From an optimization exercise on the open Yosys and OpenROAD flow, aimed at small area; shortcuts taken in it are not production practice.
RTL that was checked went through simulation tests only; none was proved equivalent to the original.
Power figures rest on the tool's default switching activity, not on a simulated workload.

before:
Design axis_uart_v1_0, start of the top module:
module axis_uart_v1_0 #(
	parameter integer BAUD_PRESCALER = 10,
	parameter integer PARITY = 0,
	parameter integer BYTE_SIZE = 8,
	parameter integer STOP_BITS = 0,
	parameter integer FIFO_DEPTH = 16,
	parameter integer FLOW_CONTROL = 1,
	parameter integer DYNAMIC_CONFIG = 1
)
(
	input wire aclk,
	input wire aresetn,
	input wire [23:0]s_axis_config_tdata,
	input wire s_axis_config_tvalid,
	output wire s_axis_config_tready,
	input wire [15:0]s_axis_tdata,
	input wire s_axis_tvalid,
	output wire s_axis_tready,
	output wire [15:0]m_axis_tdata,
	output wire m_axis_tuser,
	output wire m_axis_tvalid,
	input wire m_axis_tready,
	output wire tx,
	input wire rx,
	output wire rts,
	input wire cts
);
For scale: ~630 flip-flops, about 69 I/O pins, about 24,000 µm² of cells after synthesis.
clock: 8.0 ns
lec_check: 0
cap_margin: 20
core_margin: 2
core_utilization: 70
place_density: 0.75
slew_margin: 20
synth_hierarchical: 1
standard.sh (not shown) runs the stock make flow with config.mk's settings and CLKGATE_MAP_FILE= SYNTH_SCRIPT=/design/flow/synth_recipe.tcl, a recipe that flattens the netlist after the stock synthesis.
==> flow/flow/run.sh <==
#!/bin/bash
# Standard ORFS layout (the standard.sh) with two changes: port buffers use
# the smallest buffer, and clock tree synthesis uses no dummy loads and small
# clusters of small clock buffers.
set -euo pipefail
export BUFFER_PORTS_ARGS="-buffer_cell sky130_fd_sc_hd__buf_1"
export CTS_ARGS="-sink_clustering_enable -repair_clock_nets -dont_use_dummy_load -buf_list sky130_fd_sc_hd__clkbuf_4 -sink_clustering_size 9 -sink_clustering_max_diameter 40"
bash standard.sh > standard_flow.log 2>&1
diff inputs: before => after
--- a/flow/flow/run.sh
+++ b/flow/flow/run.sh
@@ -7 +7 @@
-export CTS_ARGS="-sink_clustering_enable -repair_clock_nets -dont_use_dummy_load -buf_list sky130_fd_sc_hd__clkbuf_4 -sink_clustering_size 9 -sink_clustering_max_diameter 40"
+export CTS_ARGS="-sink_clustering_enable -repair_clock_nets -dont_use_dummy_load -buf_list sky130_fd_sc_hd__clkbuf_4 -sink_clustering_size 10 -sink_clustering_max_diameter 45"
### Flow results
Compared with before, in after number of nets in the layout -0.45%, internal power contribution -1.1%, number of non-clock buffers ~0 delta, post-layout instance area ~0 delta, delay of the slowest cell on the worst path -30 ps.
Wire length after detailed routing essentially unchanged between after and before.
Of before and after, the run reporting the lower total power draw was after.
Row setup slack: after higher / before lower

========
Another version of the RTL of axis_uart_v1_0 (not shown whole).
Size in the first run: about 630 flip-flops, about 25000 um^2 of cells after synthesis.
Design axis_uart_v1_0, start of the top module:
module axis_uart_v1_0 #(
	parameter integer BAUD_PRESCALER = 10,
	parameter integer PARITY = 0,
	parameter integer BYTE_SIZE = 8,
	parameter integer STOP_BITS = 0,
	parameter integer FIFO_DEPTH = 16,
	parameter integer FLOW_CONTROL = 1,
	parameter integer DYNAMIC_CONFIG = 1
)
(
	input wire aclk,
	input wire aresetn,
	input wire [23:0]s_axis_config_tdata,
	input wire s_axis_config_tvalid,
	output wire s_axis_config_tready,
	input wire [15:0]s_axis_tdata,
	input wire s_axis_tvalid,
	output wire s_axis_tready,
	output wire [15:0]m_axis_tdata,
	output wire m_axis_tuser,
	output wire m_axis_tvalid,
	input wire m_axis_tready,
	output wire tx,
	input wire rx,
	output wire rts,
	input wire cts
);
clock: 8.0 ns
lec_check: 0
cap_margin: 20
core_margin: 2
core_utilization: 60
slew_margin: 20
==> flow/flow/run.sh <==
#!/bin/bash
# Standard ORFS layout with two changes: port buffers use the smallest buffer,
# and clock tree synthesis uses no dummy loads and smaller clusters.
set -euo pipefail
export BUFFER_PORTS_ARGS="-buffer_cell sky130_fd_sc_hd__buf_1"
export CTS_ARGS="-sink_clustering_enable -repair_clock_nets -dont_use_dummy_load -buf_list sky130_fd_sc_hd__clkbuf_16 -sink_clustering_size 30 -sink_clustering_max_diameter 60"
bash standard.sh > standard_flow.log 2>&1
The baseline completed with no timing, DRC or antenna violations.
Then changed:
==> flow/flow/run.sh (replaced) <==
#!/bin/bash
# Standard ORFS layout with two changes: port buffers use the smallest buffer,
# and clock tree synthesis uses no dummy loads and smaller clusters.
set -euo pipefail
export BUFFER_PORTS_ARGS="-buffer_cell sky130_fd_sc_hd__buf_1"
export CTS_ARGS="-sink_clustering_enable -repair_clock_nets -dont_use_dummy_load -buf_list sky130_fd_sc_hd__clkbuf_8 -sink_clustering_size 16 -sink_clustering_max_diameter 50"
bash standard.sh > standard_flow.log 2>&1
After rerunning: The changed run produced a clean layout; global-route usage came out higher by 0.12 points; via count barely changes; hold slack is worse by 0.0076 ns; worst setup slack is worse by 0.14 ns; area after synthesis stays the same; utilization decreases by 0.74 points; fmax goes down by 2.9%; design area drops by 1.1%; first-iteration DRC count rose by 3.8%; register-to-register slack improved by 0.02 ns; wire length stays flat.
Function was not checked in any run of this note: the RTL went through the layout flow alone.

========
Another version of the RTL of axis_uart_v1_0 (not shown whole).
For scale: roughly 2100 cells after synthesis, about 630 flip-flops, ~69 I/O pins, ~24000 sq um of cells after synthesis.
export LEC_CHECK = 0
export CAP_MARGIN = 20
export CORE_MARGIN = 2
export CORE_UTILIZATION = 75
export PLACE_DENSITY = 0.8
export SLEW_MARGIN = 20
export SYNTH_HIERARCHICAL = 1
create_clock -name core_clock -period 8.0 [get_ports {aclk}]
==> flow/flow/run.sh <==
#!/bin/bash
# Standard ORFS layout (the standard.sh) with two changes: port buffers use
# the smallest buffer, and clock tree synthesis uses no dummy loads and small
# clusters of small clock buffers.
set -euo pipefail
export BUFFER_PORTS_ARGS="-buffer_cell sky130_fd_sc_hd__buf_1"
export CTS_ARGS="-sink_clustering_enable -repair_clock_nets -dont_use_dummy_load -buf_list sky130_fd_sc_hd__clkbuf_4 -sink_clustering_size 10 -sink_clustering_max_diameter 45"
bash standard.sh > standard_flow.log 2>&1
Then changed:
--- a/flow/config.mk
+++ b/flow/config.mk
@@ -9,4 +9,4 @@
 export CORE_MARGIN = 2
-export CORE_UTILIZATION = 75
-export PLACE_DENSITY = 0.8
+export CORE_UTILIZATION = 70
+export PLACE_DENSITY = 0.75
 export SLEW_MARGIN = 20
What happened: Power stays flat; die area came out higher by a few percent; non-clock buffer count came out lower by 8; area after synthesis stays the same; hold slack is worse by 36 ps; final area barely changes; setup slack is better by 77 ps; via count came out lower slightly.

========
Setup of yarrow:
Another version of the RTL of axis_uart_v1_0 (not shown whole).
Size in the first run: ~2,100 cells after synthesis, about 69 I/O pins, roughly 0.024 mm2 of cells after synthesis.
// axis_uart_v1_0
module axis_uart_v1_0 #(
	parameter integer BAUD_PRESCALER = 10,
	parameter integer PARITY = 0,
	parameter integer BYTE_SIZE = 8,
	parameter integer STOP_BITS = 0,
	parameter integer FIFO_DEPTH = 16,
	parameter integer FLOW_CONTROL = 1,
	parameter integer DYNAMIC_CONFIG = 1
)
(
	input wire aclk,
	input wire aresetn,
	input wire [23:0]s_axis_config_tdata,
	input wire s_axis_config_tvalid,
	output wire s_axis_config_tready,
	input wire [15:0]s_axis_tdata,
	input wire s_axis_tvalid,
	output wire s_axis_tready,
	output wire [15:0]m_axis_tdata,
	output wire m_axis_tuser,
	output wire m_axis_tvalid,
	input wire m_axis_tready,
	output wire tx,
	input wire rx,
	output wire rts,
	input wire cts
);
==> flow/config.mk <==
export PLATFORM = sky130hd
export DESIGN_NAME = axis_uart_v1_0
export DESIGN_NICKNAME = axis_uart_v1_0
export VERILOG_FILES = /design/flow/design.v
export SDC_FILE = /design/flow/constraint.sdc
export NUM_CORES = 4
export LEC_CHECK = 0
export CAP_MARGIN = 20
export CORE_MARGIN = 2
export CORE_UTILIZATION = 65
export PLACE_DENSITY = 0.7
export SLEW_MARGIN = 20
export SYNTH_HIERARCHICAL = 1
==> flow/constraint.sdc <==
create_clock -name core_clock -period 8.0 [get_ports {aclk}]
set_input_delay 1.6000 -clock core_clock [delete_from_list [all_inputs] [get_ports {aclk}]]
set_output_delay 1.6000 -clock core_clock [all_outputs]
set_load 0.01 [all_outputs]
Scripts as last shown in full above: flow/flow/run.sh
Modified inputs, willow compared to yarrow
- changing PLACE_DENSITY from 0.7 to 0.8
- changing CORE_UTILIZATION from 65 to 75
The higher met2 track demand over resource in global routing came out of willow.
For willow, the cell with the largest stage delay on the worst path was sky130_fd_sc_hd__nor4_4, unlike yarrow, where it was sky130_fd_sc_hd__nor2b_1.
Diff willow..yarrow | post-route antenna net violation count | unchanged
Compared with yarrow, willow shows a lower count of non-filler cells in the finished layout.
The total internal power was comparable across willow and yarrow.
Compare willow and yarrow | number of tap cells inserted higher: yarrow
Looking at willow and yarrow, the buffers plus inverters on the worst setup path is a wash.
On design area, willow does better than yarrow.

==> static timing again, ports no longer ideal <==
How much do the figures lean on ideal ports? The routed layouts below were timed once more, with nothing changed but the port constraints.
Step 1 assumes that a clkbuf_16 drives the clock port and a buf_2 every other input.
Step 2 adds t to the input delays and takes it off the output delays; t is the mean of the earliest and latest rising clock arrival at the registers after step 1. Input paths then give back, and output paths get back, about the clock's delay inside the block.
a / b / c = ideal ports / drivers / drivers and shift; a / b = the first two.
run | shift t [ns] | setup WS [ns] | worst hold slack (ns) | cell pins on the clock port's net
before | 0.786 | 2.246 / 2.246 / 2.246 | 0.385 / 0.385 / 0.385 | 1
after | 0.804 | 2.313 / 2.313 / 2.313 | 0.369 / 0.369 / 0.369 | 1
the first run of note 2 | 0.627 | 3.369 / 3.311 / 3.938 | 0.413 / 0.413 / 0.413 | 1
the second run of note 2 | 0.680 | 3.232 / 3.178 / 3.859 | 0.406 / 0.406 / 0.406 | 1
the first run of note 3 | 0.754 | 1.826 / 1.826 / 1.826 | 0.371 / 0.371 / 0.371 | 1
the second run of note 3 | 0.807 | 1.903 / 1.903 / 1.903 | 0.335 / 0.335 / 0.335 | 1
yarrow | 0.812 | 2.183 / 2.183 / 2.183 | 0.418 / 0.418 / 0.418 | 1
willow | 0.776 | 2.121 / 2.121 / 2.121 | 0.409 / 0.409 / 0.409 | 1
After both steps every run listed still meets setup and hold.
